Background: an optimization exercise with open tools, aiming at small area, a short achievable clock period and few clock cycles. Do not read the settings as production practice.
Function was checked by simulation only, so behaviour that the tests miss may differ from the original.

**config.mk**
```make
export PLATFORM = sky130hd
export DESIGN_NAME = FPU
export DESIGN_NICKNAME = FPU
export VERILOG_FILES = /design/flow/design.v
export SDC_FILE = /design/flow/constraint.sdc
export NUM_CORES = 4
export LEC_CHECK = 0
export CAP_MARGIN = 20
export CORE_MARGIN = 2
export CORE_UTILIZATION = 40
export SLEW_MARGIN = 20
```
**constraint.sdc**
```tcl
create_clock -name core_clock -period 40.0 [get_ports {Clk}]
set_input_delay 8.0000 -clock core_clock [delete_from_list [all_inputs] [get_ports {Clk}]]
set_output_delay 8.0000 -clock core_clock [all_outputs]
set_load 0.01 [all_outputs]
```
**design.v**
```verilog
module float_adder_subtractor(
	inA,
	inB,
	clk,
	op,
	load,
	out,
	valid
);
parameter PRECISION = 32;
input [PRECISION-1:0] inA;
input [PRECISION-1:0] inB;
input clk;
input op;
input load;
output [PRECISION-1:0] out;
output valid;
localparam expSize = (PRECISION==32) ? 8 : 11;
localparam mantSize = (PRECISION==32) ? 23 : 52;
localparam expInf = (PRECISION==32) ? 8'hff : 11'hfff;
localparam mantInf = (PRECISION==32) ? 23'h0 : 52'h0;
localparam expNaN = (PRECISION==32) ? 8'hff : 11'hfff;
localparam mantNaN = (PRECISION==32) ? 23'hffffff : 52'hfffffffffffff;
localparam expZero = (PRECISION==32) ? 8'h0 : 11'h0;
localparam mantZero = (PRECISION==32) ? 23'h0 : 52'h0;
localparam neglectThreshold = (PRECISION==32) ? 5'd23 : 6'd52;
wire wire_signA = inA[PRECISION-1];
wire [expSize-1:0] wire_expA = inA[PRECISION-2:mantSize];
wire [mantSize:0] wire_mantA = {1'b1,inA[mantSize-1:0]};
wire wire_signB = inB[PRECISION-1] ^ op;
wire [expSize-1:0] wire_expB = inB[PRECISION-2:mantSize];
wire [mantSize:0] wire_mantB = {1'b1,inB[mantSize-1:0]};
wire wire_Aisbig = (wire_expA>wire_expB)||(wire_expA==wire_expB && wire_mantA>wire_mantB)?1'b1:1'b0;
wire wire_diffSign = wire_signA ^ wire_signB;
reg signA;
reg [expSize-1:0] expA;
reg [mantSize:0] mantA;
reg signB;
reg [expSize-1:0] expB;
reg [mantSize:0] mantB;
reg signOut;
reg [expSize-1:0] expOut;
reg [mantSize+1:0] mantOut;
reg Aisbig;
reg diffSign;
reg subShiftPhase;
reg addShiftPhase;
reg specialCase;
reg validOutput;
always @(posedge clk) begin
	if (load==1'b1) begin
		signA <= inA[PRECISION-1];
		expA <= inA[PRECISION-2:mantSize];
		mantA <= {1'b1,inA[mantSize-1:0]};
		signB <= inB[PRECISION-1] ^ op;
		expB <= inB[PRECISION-2:mantSize];
		mantB <= {1'b1,inB[mantSize-1:0]};
		if (wire_expA>wire_expB)
			Aisbig <= 1'b1;
		else if (wire_expB>wire_expA)
			Aisbig <= 1'b0;
		else
			if(wire_mantA>wire_mantB)
				Aisbig <= 1'b1;
			else
				Aisbig <= 1'b0;
		diffSign <= wire_signA ^ wire_signB;
		subShiftPhase <= 1'b0;
		addShiftPhase <= 1'b0;
		validOutput <= 1'b0;
		if((wire_expA==expNaN && wire_mantA[mantSize-1]==1'b1) || (wire_expB==expNaN && wire_mantB[mantSize-1]==1'b1)) begin
			signOut <= 1'b0;
			expOut <= expNaN;
			mantOut <= {2'h0,mantNaN};
			specialCase <= 1'b1;
		end
		else if(wire_expA==expInf && wire_mantA[mantSize-1:0]==mantInf) begin
			if(wire_expB==expInf && wire_mantB[mantSize-1:0]==mantInf && wire_diffSign==1'b1) begin
				signOut <= 1'b0;
				expOut <= expNaN;
				mantOut <= {2'h0,mantNaN};
			end
			else begin
				signOut <= wire_signA;
				expOut <= expInf;
				mantOut <= {2'h0,mantInf};
			end
			specialCase <= 1'b1;
		end
		else if(wire_expB==expInf && wire_mantB[mantSize-1]==1'b0) begin
			if(wire_expA==expInf &&wire_mantA[mantSize-1:0]==mantInf && wire_diffSign==1'b1) begin
				signOut <= 1'b0;
				expOut <= expNaN;
				mantOut <= {2'h0,mantNaN};
			end
			else begin
				signOut <= wire_signB;
				expOut <= expInf;
				mantOut <= {2'h0,mantInf};
			end
			specialCase <= 1'b1;
		end
		else if(wire_expA == expZero && wire_mantA[mantSize-1:0] == mantZero) begin
			signOut <= wire_signB;
			expOut <= wire_expB;
			mantOut <= {1'h0,wire_mantB};
			specialCase <= 1'b1;
		end
		else if(wire_expB == expZero && wire_mantB[mantSize-1:0] == mantZero) begin
			signOut <= wire_signA;
			expOut <= wire_expA;
			mantOut <= { 1'h0 , wire_mantA };
			specialCase <= 1'b1;
		end
		else if (wire_Aisbig==1'b1 && wire_expA-wire_expB > neglectThreshold) begin
			signOut <= wire_signA;
			expOut <= wire_expA;
			mantOut <= {1'h0,wire_mantA};
			specialCase <= 1'b1;
		end
		else if (wire_Aisbig==1'b0 && wire_expB-wire_expA > neglectThreshold) begin
			signOut <= wire_signB;
			expOut <= wire_expB;
			mantOut <= {1'h0,wire_mantB};
			specialCase <= 1'b1;
		end
		else
			specialCase <= 1'b0;
	end
	else if(specialCase==1'b1) begin
		validOutput <= 1'b1;
	end
	else if (addShiftPhase==1'b1) begin
		if (validOutput <= 1'b0) begin
			if(expOut+1'b1==expInf) begin
				mantOut <= {2'h0,mantInf};
				expOut <= expInf;
			end
			else if(mantOut[mantSize+1]==1'b1) begin
				mantOut[mantSize-1:0] <= mantOut[mantSize:1];
				expOut <= expOut + 1'b1;
			end
			validOutput <= 1'b1;
		end
	end
	else if (subShiftPhase==1'b1) begin
		if (validOutput <= 1'b0)
			if(mantOut[mantSize:mantSize-3]==4'b0000) begin
				if(expOut<3'h4) begin
					mantOut <= {2'h0,mantZero};
					expOut <= expZero;
					validOutput <= 1'b1;
				end
				else begin
					mantOut[mantSize:0] <= {mantOut[mantSize-4:0],4'b0000};
					expOut <= expOut - 3'h4;
				end
			end
			else if (mantOut[mantSize]==1'b0) begin
				if(expOut==expZero) begin
					mantOut <= {2'h0,mantZero};
					validOutput <= 1'b1;
				end
				else begin
					mantOut[mantSize:0] <= {mantOut[mantSize-1:0],1'b0};
					expOut <= expOut - 1'b1;
				end
			end
			else
				validOutput <= 1'b1;
	end
	else begin	
		if (Aisbig==1'b1) begin
			if (expA==expB) begin
				if(diffSign==1'b1) begin
					mantOut <= mantA - mantB;
					subShiftPhase <= 1'b1;
				end
				else begin
					mantOut <= mantA + mantB;
					addShiftPhase <= 1'b1;
				end
				signOut <= signA;
				expOut <= expA;
			end
			else if (expA-expB<4) begin
				mantB <= {1'b0,mantB[mantSize:1]};
				expB <= expB + 1'b1;
			end
			else begin
				mantB <= {4'b0000,mantB[mantSize:4]};
				expB <= expB + 3'h4;
			end
		end
		else begin
			if (expA==expB) begin
				if(diffSign==1'b1) begin
					mantOut <= mantB - mantA;
					subShiftPhase <= 1'b1;
				end
				else begin
					mantOut <= mantB + mantA;
					addShiftPhase <= 1'b1;
				end
				signOut <= signB;
				expOut <= expB;
			end
			else if (expB-expA<4) begin
				mantA <= {1'b0,mantA[mantSize:1]};
				expA <= expA + 1'b1;
			end
			else begin
				mantA <= {4'b0000,mantA[mantSize:4]};
				expA <= expA + 3'h4;
			end
		end
	end
end
assign out[PRECISION-1] = signOut;
assign out[PRECISION-2:mantSize] = expOut;
assign out[mantSize-1:0] = mantOut[mantSize-1:0];
assign valid = validOutput;
endmodule
module FP_Multiplier( 
Result, A, B); 
parameter N = 32; 
 input [N-1:0] A, B ;  
 output [N-1:0] Result ;  
 wire [N-1:0] Result ;
localparam M = (N==32)?23:52;
localparam E = (N==32)?8:11;
localparam Bias = (N==32)?9'd127 : 12'd1023;
 reg sign ;  
 reg [M-1:0] norm_mul ;  
 reg [E:0] exp_out ;  
 localparam zero ={1'b0,{E{1'b0}},{M{1'b0}}};
 localparam NaN = {1'b0,{E{1'b1}},{M{1'b1}}};
 localparam p_inf = {1'b0,{E{1'b1}},{M{1'b0}}};
 localparam n_inf = {1'b1,{E{1'b1}},{M{1'b0}}};
 wire s1, s2;  
 wire [(M-1):0] m1, m2 ;  
 wire [E:0] e1, e2, sum_e1_e2 ;  
 wire [(2*M+1):0] non_norm_mul ;  
 assign s1 = A[N-1];  
 assign e1 = {1'b0, A[N-2:M]};  
 assign m1 = A[M-1:0] ;  
 assign s2 = B[N-1]; 
 assign e2 = {1'b0, B[N-2:M]};  
 assign m2 = B[M-1:0] ; 
assign non_norm_mul={1'b1,m1}*{1'b1,m2}; 
assign sum_e1_e2 = (non_norm_mul[(2*M)+1] == 1'b1)? e1 + e2 + 1: e1 + e2;  
assign Result = {sign, exp_out[E-1:0], norm_mul} ; 
 always @(*)
 begin
 if (((A==zero)&&((B==p_inf)||(B==n_inf)))||((B==zero)&&((A==p_inf)||(A==n_inf))))
 begin
  sign = NaN[N-1];
 exp_out[E-1:0] = NaN[N-2:M];
 norm_mul[M-1:0] = NaN[M-1:0];
 end
 else if ((A==p_inf && B==p_inf) || (A==n_inf && B==n_inf))
 begin
 sign = 1'b0;
 exp_out[E-1:0] = {E{1'b1}};
 norm_mul[M-1:0] = {M{1'b0}};
 end
 else if (((A==p_inf) && (B==n_inf)) || ((A==n_inf) && (B==p_inf)))
 begin
 sign = 1'b1;
 exp_out[E-1:0] = {E{1'b1}};
 norm_mul[M-1:0] = {M{1'b0}};
 end
 else if (((A==p_inf) || (A==n_inf)) || ((B == p_inf) || (B==n_inf)) && (A!==B))
 begin
 sign = s1 ^ s2;
 exp_out[E-1:0] = {E{1'b1}};
 norm_mul[M-1:0] = {M{1'b0}};
 end
 else if((A==zero) || (B==zero))
 begin
 sign = 1'b0;
 exp_out[E-1:0] = {E{1'b0}};
 norm_mul[M-1:0] = {M{1'b0}};
 end
 else if((A==NaN) || (B==NaN))
 begin 
 sign = NaN[N-1];
 exp_out[E-1:0] = NaN[N-2:M];
 norm_mul[M-1:0] = NaN[M-1:0];
 end
 else
 begin
 sign = s1 ^ s2 ;  
 if (non_norm_mul[(2*M)+1]==1)  
 begin 
 exp_out = (N==32)?sum_e1_e2 - 9'd127:sum_e1_e2 - 11'd1023; 
 norm_mul = non_norm_mul[2*M:M+1];
 end 
else 
 begin 
 exp_out = (N==32)?sum_e1_e2 - 9'd127:sum_e1_e2 - 11'd1023; 
 norm_mul = non_norm_mul[(2*M)-1:M]; 
 end
 if(sum_e1_e2 > 3*Bias)
 begin
 exp_out[E-1:0] = p_inf[N-2:M];
 norm_mul[M-1:0] = p_inf[M-1:0];
 end
 if(sum_e1_e2 < Bias)
 begin
 exp_out[E-1:0] = zero[N-2:M];
 norm_mul[M-1:0] = zero[M-1:0];
 end
 end 
 end
endmodule
module FP_Divider
	#(
		parameter PRECISION = 32
	) (
		input [PRECISION-1:0] A,
		input [PRECISION-1:0] B,
		input Load,
		input Enable,
		input Clk,
		output reg [PRECISION-1:0] Result,  
		output reg Valid,  
		input fromAddValid,
		input [PRECISION-1:0] fromAddOut,
		input [PRECISION-1:0] fromMulResult,
		output reg [PRECISION-1:0] toAddA,
		output reg [PRECISION-1:0] toAddB,
		output reg toAddOp,
		output reg toAddLoad,
		output reg [PRECISION-1:0] toMulA,
		output reg [PRECISION-1:0] toMulB
	);
	localparam S = PRECISION - 1;
	localparam E = (PRECISION == 32) ? 30 : 62;
	localparam M = (PRECISION == 32) ? 22 : 51;
	localparam ZERO = (PRECISION==32) ? 32'b0_00000000_00000000000000000000000 : 64'b0_00000000000_0000000000000000000000000000000000000000000000000000;
	localparam HALF = (PRECISION==32) ? 32'b0_01111110_00000000000000000000000 : 64'b0_01111111110_0000000000000000000000000000000000000000000000000000;
	localparam ONE = (PRECISION==32) ? 32'b0_01111111_00000000000000000000000 : 64'b0_01111111111_0000000000000000000000000000000000000000000000000000;
	localparam THIRTYTWO_OVER_SEVENTEEN = (PRECISION==32) ? 32'b0_01111111_11100001111000011110001 : 64'b0_01111111111_1110000111100001111000011110000111100001111000011110;
	localparam TWO = (PRECISION==32) ? 32'b0_10000000_00000000000000000000000 : 64'b0_10000000000_0000000000000000000000000000000000000000000000000000;
	localparam FORTYEIGHT_OVER_SEVENTEEN = (PRECISION==32) ? 32'b0_10000000_01101001011010010110101 : 64'b0_10000000000_0110100101101001011010010110100101101001011010010111;
	localparam PINF = (PRECISION==32) ? 32'b0_11111111_00000000000000000000000 : 64'b0_11111111111_0000000000000000000000000000000000000000000000000000;
	localparam NINF = (PRECISION==32) ? 32'b1_11111111_00000000000000000000000 : 64'b1_11111111111_0000000000000000000000000000000000000000000000000000;
	localparam NAN = (PRECISION==32) ? 32'b0_11111111_11111111111111111111111 : 64'b0_11111111111_1111111111111111111111111111111111111111111111111111;
	reg [PRECISION-1:0] StoredA;  
	reg [PRECISION-1:0] StoredB;  
	reg [PRECISION-1:0] StoredX;  
	reg [E+1:M+1] ExponentDifference;
	reg [2:0] IterationCounter;
	reg [1:0] StepCounter;
	wire isInf_A = (&A[E:M+1]) & (~|A[M:0]);
	wire isZero_A = ~|A[E:0];
	wire isNaN_A = (&A[E:M+1]) & (|A[M:0]);
	wire isInf_B = (&B[E:M+1]) & (~|B[M:0]);
	wire isZero_B = ~|B[E:0];
	wire isNaN_B = (&B[E:M+1]) & (|B[M:0]);
	wire [E+1:M+1] exponentDifferenceCalculation = A[E:M+1] - B[E:M+1] + {ONE[E-1:M+1], 1'b0};  
	wire [E:M+1] resultExponent = ExponentDifference[E+1:M+1] - {ONE[E:M+1], 1'b0} + fromMulResult[E:M+1];
	always @(posedge Clk) begin
		if (Load & Enable) begin
			StoredA <= {A[S], HALF[E:M+1], A[M:0]};
			StoredB <= {B[S], HALF[E:M+1], B[M:0]};
			ExponentDifference <= exponentDifferenceCalculation;
			StoredX <= {PRECISION{1'b0}};
			toAddA <= {PRECISION{1'b0}};
			toAddB <= {PRECISION{1'b0}};
			toAddOp <= 1'b0;
			toAddLoad <= 1'b0;
			if (isNaN_A | isNaN_B | (isZero_A & isZero_B) | (isInf_A & isInf_B)) begin  
				IterationCounter <= 3'b111;
				StepCounter <= 2'b11;
				Valid <= 1'b1;
				Result <= NAN;
				toMulA <= {PRECISION{1'b0}};
				toMulB <= {PRECISION{1'b0}};
			end
			else if (isZero_A | (exponentDifferenceCalculation < ONE[E+1:M+1])) begin  
				IterationCounter <= 3'b111;
				StepCounter <= 2'b11;
				Valid <= 1'b1;
				Result <= ZERO;
				toMulA <= {PRECISION{1'b0}};
				toMulB <= {PRECISION{1'b0}};
			end
			else if (isInf_A | isZero_B | (exponentDifferenceCalculation > (3 * ONE[E-1:M+1]))) begin  
				IterationCounter <= 3'b111;
				StepCounter <= 2'b11;
				Valid <= 1'b1;
				Result <= {A[S] ^ B[S],PINF[E:0]};
				toMulA <= {PRECISION{1'b0}};
				toMulB <= {PRECISION{1'b0}};
			end
			else begin
				IterationCounter <= 3'b000;
				StepCounter <= 2'b00;
				Valid <= 1'b0;
				Result <= {PRECISION{1'b0}};
				toMulA <= THIRTYTWO_OVER_SEVENTEEN;
				toMulB <= {B[S], HALF[E:M+1], B[M:0]};
			end
		end
		else if (Enable) begin
			case (IterationCounter)
				3'b000: begin
					case (StepCounter)
						2'b00: begin
							StepCounter <= 2'b01;
							toMulA <= ZERO;
							toMulB <= ZERO;
							toAddA <= FORTYEIGHT_OVER_SEVENTEEN;
							toAddB <= fromMulResult;
							toAddOp <= 1'b1;
							toAddLoad <= 1'b1;
						end
						2'b01: begin  
							toAddLoad <= 1'b0;
							if (fromAddValid & ~toAddLoad) begin
								IterationCounter <= 3'b001;
								StepCounter <= 2'b00;
								toAddA <= ZERO;
								toAddB <= ZERO;
								toAddOp <= 1'b0;
								StoredX <= fromAddOut;
								toMulA <= fromAddOut;
								toMulB <= StoredB;
							end
						end
						default: begin
							IterationCounter <= 3'b111;
							StepCounter <= 2'b11;
						end
					endcase
				end
				3'b111: begin
					case (StepCounter)
						2'b00: begin
							StepCounter <= 2'b01;
							toMulA <= StoredA;
							toMulB <= StoredX;
						end
						2'b01: begin  
							StepCounter <= 2'b11;
							Result <= {fromMulResult[S], resultExponent, fromMulResult[M:0]};
							toMulA <= ZERO;
							toMulB <= ZERO;
							Valid <= 1'b1;
						end
						default: begin
							IterationCounter <= 3'b111;
							StepCounter <= 2'b11;
						end
					endcase
				end
				default: begin
					case (StepCounter)
						2'b00: begin
							StepCounter <= 2'b01;
							toMulA <= ZERO;
							toMulB <= ZERO;
							toAddA <= TWO;
							toAddB <= fromMulResult;
							toAddOp <= 1'b1;
							toAddLoad <= 1'b1;
						end
						2'b01: begin  
							toAddLoad <= 1'b0;
							if (fromAddValid & ~toAddLoad) begin
								StepCounter <= 2'b10;
								toAddA <= ZERO;
								toAddB <= ZERO;
								toAddOp <= 1'b0;
								toMulA <= fromAddOut;
								toMulB <= StoredX;
							end
						end
						3'b10: begin
							if (StoredX != fromMulResult)
								IterationCounter <= IterationCounter + 3'b001;
							else
								IterationCounter <= 3'b111;
							StepCounter <= 2'b00;
							StoredX <= fromMulResult;
							toMulA <= fromMulResult;
							toMulB <= StoredB;
						end
						default: begin
							IterationCounter <= 3'b111;
							StepCounter <= 2'b11;
						end
					endcase
				end
			endcase
		end
	end
endmodule
module FPU
	#(
		parameter PRECISION = 32
	) (
		input [PRECISION-1:0] A,
		input [PRECISION-1:0] B,
		input Clk,
		input Reset,
		input [1:0] Operation,
		output [PRECISION-1:0] Result,
		output Done
	);
	reg [PRECISION-1:0] StoredA;
	reg [PRECISION-1:0] StoredB;
	reg [1:0] StoredOperation;
	reg ExternalAddLoad;
	reg LoadDiv;
	wire [PRECISION-1:0] DivToAddA;
	wire [PRECISION-1:0] DivToAddB;
	wire DivToAddOp;
	wire DivToAddLoad;
	wire [PRECISION-1:0] DivToMulA;
	wire [PRECISION-1:0] DivToMulB;
	wire [PRECISION-1:0] DivResult;
	wire DivValid;
	wire [PRECISION-1:0] AddA = (~StoredOperation[1]) ? StoredA : DivToAddA;
	wire [PRECISION-1:0] AddB = (~StoredOperation[1]) ? StoredB : DivToAddB;
	wire AddOp = (~StoredOperation[1]) ? StoredOperation[0] : DivToAddOp;
	wire AddLoad = (~StoredOperation[1]) ? ExternalAddLoad : DivToAddLoad;
	wire [PRECISION-1:0] AddOut;
	wire AddValid;
	wire [PRECISION-1:0] MulA = (~StoredOperation[0]) ? StoredA : DivToMulA;
	wire [PRECISION-1:0] MulB = (~StoredOperation[0]) ? StoredB : DivToMulB;
	wire [PRECISION-1:0] MulResult;
	reg [1:0] counter;
	assign Result =	(LoadDiv | ExternalAddLoad) ? {PRECISION{1'b0}}:
					(~StoredOperation[1]) ? AddOut :
					(~StoredOperation[0]) ? MulResult : DivResult;
	assign Done =	(LoadDiv | ExternalAddLoad) ? 1'b0:
					(~StoredOperation[1]) ? AddValid :
					(~StoredOperation[0]) ? 1'b1 : DivValid;
	always @(negedge Clk) begin
		if (Reset) begin
			StoredA <= A;
			StoredB <= B;
			StoredOperation <= Operation;
			ExternalAddLoad <= ~Operation[1];
			LoadDiv <= &Operation;
			counter <= 2'b00;
		end
		else begin
			if (counter < 2'b10)
				counter <= counter + 2'b01;
			if (counter == 1'b1) begin
				ExternalAddLoad <= 1'b0;
				LoadDiv <= 1'b0;
			end
		end
	end
	float_adder_subtractor #(.PRECISION(PRECISION)) adder (.inA(AddA),.inB(AddB),.clk(Clk),.op(AddOp),.load(AddLoad),.out(AddOut),.valid(AddValid));
	FP_Multiplier #(.N(PRECISION)) multiplier (.Result(MulResult), .A(MulA), .B(MulB));
	FP_Divider #(.PRECISION(PRECISION)) divider (StoredA, StoredB, LoadDiv, &StoredOperation, Clk, DivResult, DivValid, AddValid, AddOut, MulResult, DivToAddA, DivToAddB, DivToAddOp, DivToAddLoad, DivToMulA, DivToMulB);
endmodule
```
**run.sh**
```bash
#!/bin/bash
# synth_recipe.tcl (not shown) runs the flow's synth.tcl, then flattens the netlist and writes it again
# the make line also repeats each setting of config.mk as NAME=value (left out here)
make -C /OpenROAD-flow-scripts/flow DESIGN_CONFIG=/design/flow/config.mk WORK_HOME=/design/flow/orfs CLKGATE_MAP_FILE= SYNTH_SCRIPT=/design/flow/synth_recipe.tcl finish
```
==> reports/qor.yml <==
status:
  status: "no timing/DRC/antenna violations"
yosys:
  syn_nets: 6537
  synthCells: 5608
  ys.flop_type: "edfxtp_1"
  synth_area_um2: 48600
  synth_area_leaders: "edfxtp_1 (20%), fa_1 (20%), ha_1 (9.6%)"
  synth_top_cell_by_area: "edfxtp_1"
  synth_edf_count: 327
  syn_area_per_cell_um2: 8.67
  synthArstFlopShare_pct: 0
  yosysMostFrequentCell: "inv_1"
  ys_ff_latch: 432
  synth_cell_type_count: 100
  ys_seq_area_share_pct: 24.5
  synth.top_cells.by_count: "inv_1 (791), nor2_1 (678), nand2_1 (590)"
  netlist.area_leader.share_pct: 20.2
  ys_warn_count: 7
sta:
  fin_tns_setup_ps: 0
  skew_ps: 61.7
  hold_violations: 0
  worst_pin_slew_ps: 1280
  drv_slew: 0
  setup_slack_ps: 340
  slew_headroom_pct: 14.7
  setup_violations: 0
clock_tree:
  clk_path_buf_depth: 3
  cts_hold_buf: 0
  htreeDepth: 2
  cts_buffers: 44
  clock-root-buffer: "clkbuf_16"
  clock-sinks: 432
  clk_latency_ps: 640
  clk_pin_slew_ps: 70
  cts_tree: "built"
place:
  dp_worst_setup_slack_ps: 51.1
  dpl.hpwl_mm: 145
  portBuffers: 100
  place_area_um2: 52000
  numPlacedInstances: 7205
  place_congestion: 0.999
setup_path:
  critPathLaunchType: "register"
  crit_type: "reg -> out"
  arrival_ps: 31660
  r2r_start: "StoredOperation[0]"
  crit_path_max_fanout: 13
  cpMaxStageDelayCell: "or4_4"
  critical_path.endpoint: "Result[1]"
  slowest_delay_ps: 660
  end_kind: "output pin"
  crit_path_frequent_cell: "fa_1"
  reg2reg_slack_ps: 7900
  reg2reg_depth: 42
  reg2reg_to: "divider.Result[30]"
  cp-startpoint: "StoredOperation[0]"
  required_ps: 32000
final_layout:
  nNetsFinal: 6652
  synthToLayoutAreaGrowth_pct: 11.2
  final_cells: 7372
  drive_above_1_share_pct: 7.21
  fillers: 11900
  final_area_um2: 54100
flow_run:
  cap_violations: 0
die:
  core-area_um2: 120000
  die_h_um: 353
  die-area_um2: 124000
  io_pins: 101
  die_w_um: 353
  start_util_pct: 40.4
  fp-row-count: 127
global_routing:
  grt_util_met1_pct: 38.1
  met2_usage_pct: 47.3
  track_usage_pct: 28.9
  grt_pass1_vias: 42000
  grt_overflow: 0
  grt_busiest_layer: "met2"
  antenna_found_initial: 1
  grt_max_degree: 93
  use_met3_pct: 3.25
  grt_pass1_wl_mm: 273
route:
  drt_first_iter_violations: 4603
  via_per_inst: 5.81
  wirelength_mm: 184
  vias: 42900
  ant_nets: 0
  drt_first_pass_iters: 6
  post_drt_wl_per_cell_um: 25.0
  drc: 0
hold_path:
  min_path_type: "reg -> reg"
-- sequential cells by signal (all words and copies together) (netlist names), 24 cells and up --
register,cells
adder.mantA,24
divider.StoredX,32
divider.Result,32
divider.StoredB,24
divider.toAddA,32
divider.toMulA,32
divider.toAddB,32
adder.mantOut,25
StoredA,32
adder.mantB,24
divider.StoredA,24
divider.toMulB,32
StoredB,32
-- cell type report --
| cell class | instances | area [um^2] | area share [%] |
|---|---|---|---|
| inverters | 806 | 3050 | 5.64 |
| multi-input cells | 4071 | 32700 | 60.5 |
| repair buffers | 298 | 2520 | 4.66 |
| well taps | 1612 | 2020 | 3.73 |
| clock buffers | 55 | 1310 | 2.43 |
| clock inverters | 97 | 515 | 0.954 |
| flip-flops and latches | 432 | 11900 | 22.1 |
| diodes | 1 | 2.50 | 0.00463 |
-- cells by family (layout without fill, tap and decap cells) --
logic type      count (synthesis)  after routing  synth area share [%]
fa+ha+maj                     861            861                  29.7
flops                         432            432                  24.5
simple gates                 1720           1720                  15.6
compound gates               1199           1200                  15.8
buf+inv                      1106           1256                  8.60
other cells                     0              1                     0
xor+xnor                      110            110                  2.01
mux                           180            180                  3.81
-- worst max-delay path: cells and delay by family, from the launching register on --
kind,cells,cell delay (ps)
muxes,2,770
buffers and inverters,8,1910
adders and majority gates,8,3790
DFF,1,470
and+or+nand+nor,3,1060
AOI/OAI and AO/OA,11,3020
-- layer usage --
metal / vias up / part of all wire (%)
met5: - / 0
met4: 0 / 5.6
met3: 391 / 8.0
met2: 2172 / 46
met1: 21200 / 40
li1: 19100 / -
-- worst min path at each step --
stage                         endpoint  depth (start not counted)          startpoint
floorplan            divider.toAddB[2]                          2   divider.toAddB[2]
global placement     divider.toAddA[2]                          1   divider.toAddA[2]
detailed placement  divider.toAddA[13]                          1  divider.toAddA[13]
CTS                 divider.toAddA[13]                          1  divider.toAddA[13]
global route         divider.toAddA[7]                          1   divider.toAddA[7]
finish              divider.toAddA[13]                          1  divider.toAddA[13]
-- metrics by stage --
| step | utilization [%] | hold slack, ps |
|---|---|---|
| after global placement | 43.2 | 427 |
| after floorplan | - | 420 |
| after global routing | 44.9 | 466 |
| after detailed placement | 43.2 | 435 |
| after CTS | 44.8 | 451 |
| final | 44.9 | 451 |
-- cell usage in the layout, fill, tap and decap left out, types with 31 or more instances in the layout --
cell	instances
nor3_1	77
a22oi_1	51
nor4_1	45
inv_1	855
xnor2_1	78
and2_1	39
o22ai_1	47
dfxtp_1	105
o21ai_0	215
o211ai_1	31
a21o_1	77
nor2_1	676
edfxtp_1	327
buf_4	194
fa_1	489
nand3_1	61
clkbuf_16	51
clkdlybuf4s50_1	99
nand2_1	586
a211oi_1	69
nand4_1	63
o21a_1	32
mux2_2	41
a21oi_1	408
ha_1	372
mux2i_1	127
-- what timing repair did --
action / 4_1_cts / 5_1_grt
resized for setup: 1 / 17
pin swaps: 0 / 1
setup endpoints to repair: 28 / 21
hold endpoints to repair: 0 / 0
cloned: 0 / 1
setup buffers: 4 / 10
Testbench counts, summed over its fixed seeds: cycles 209,384.
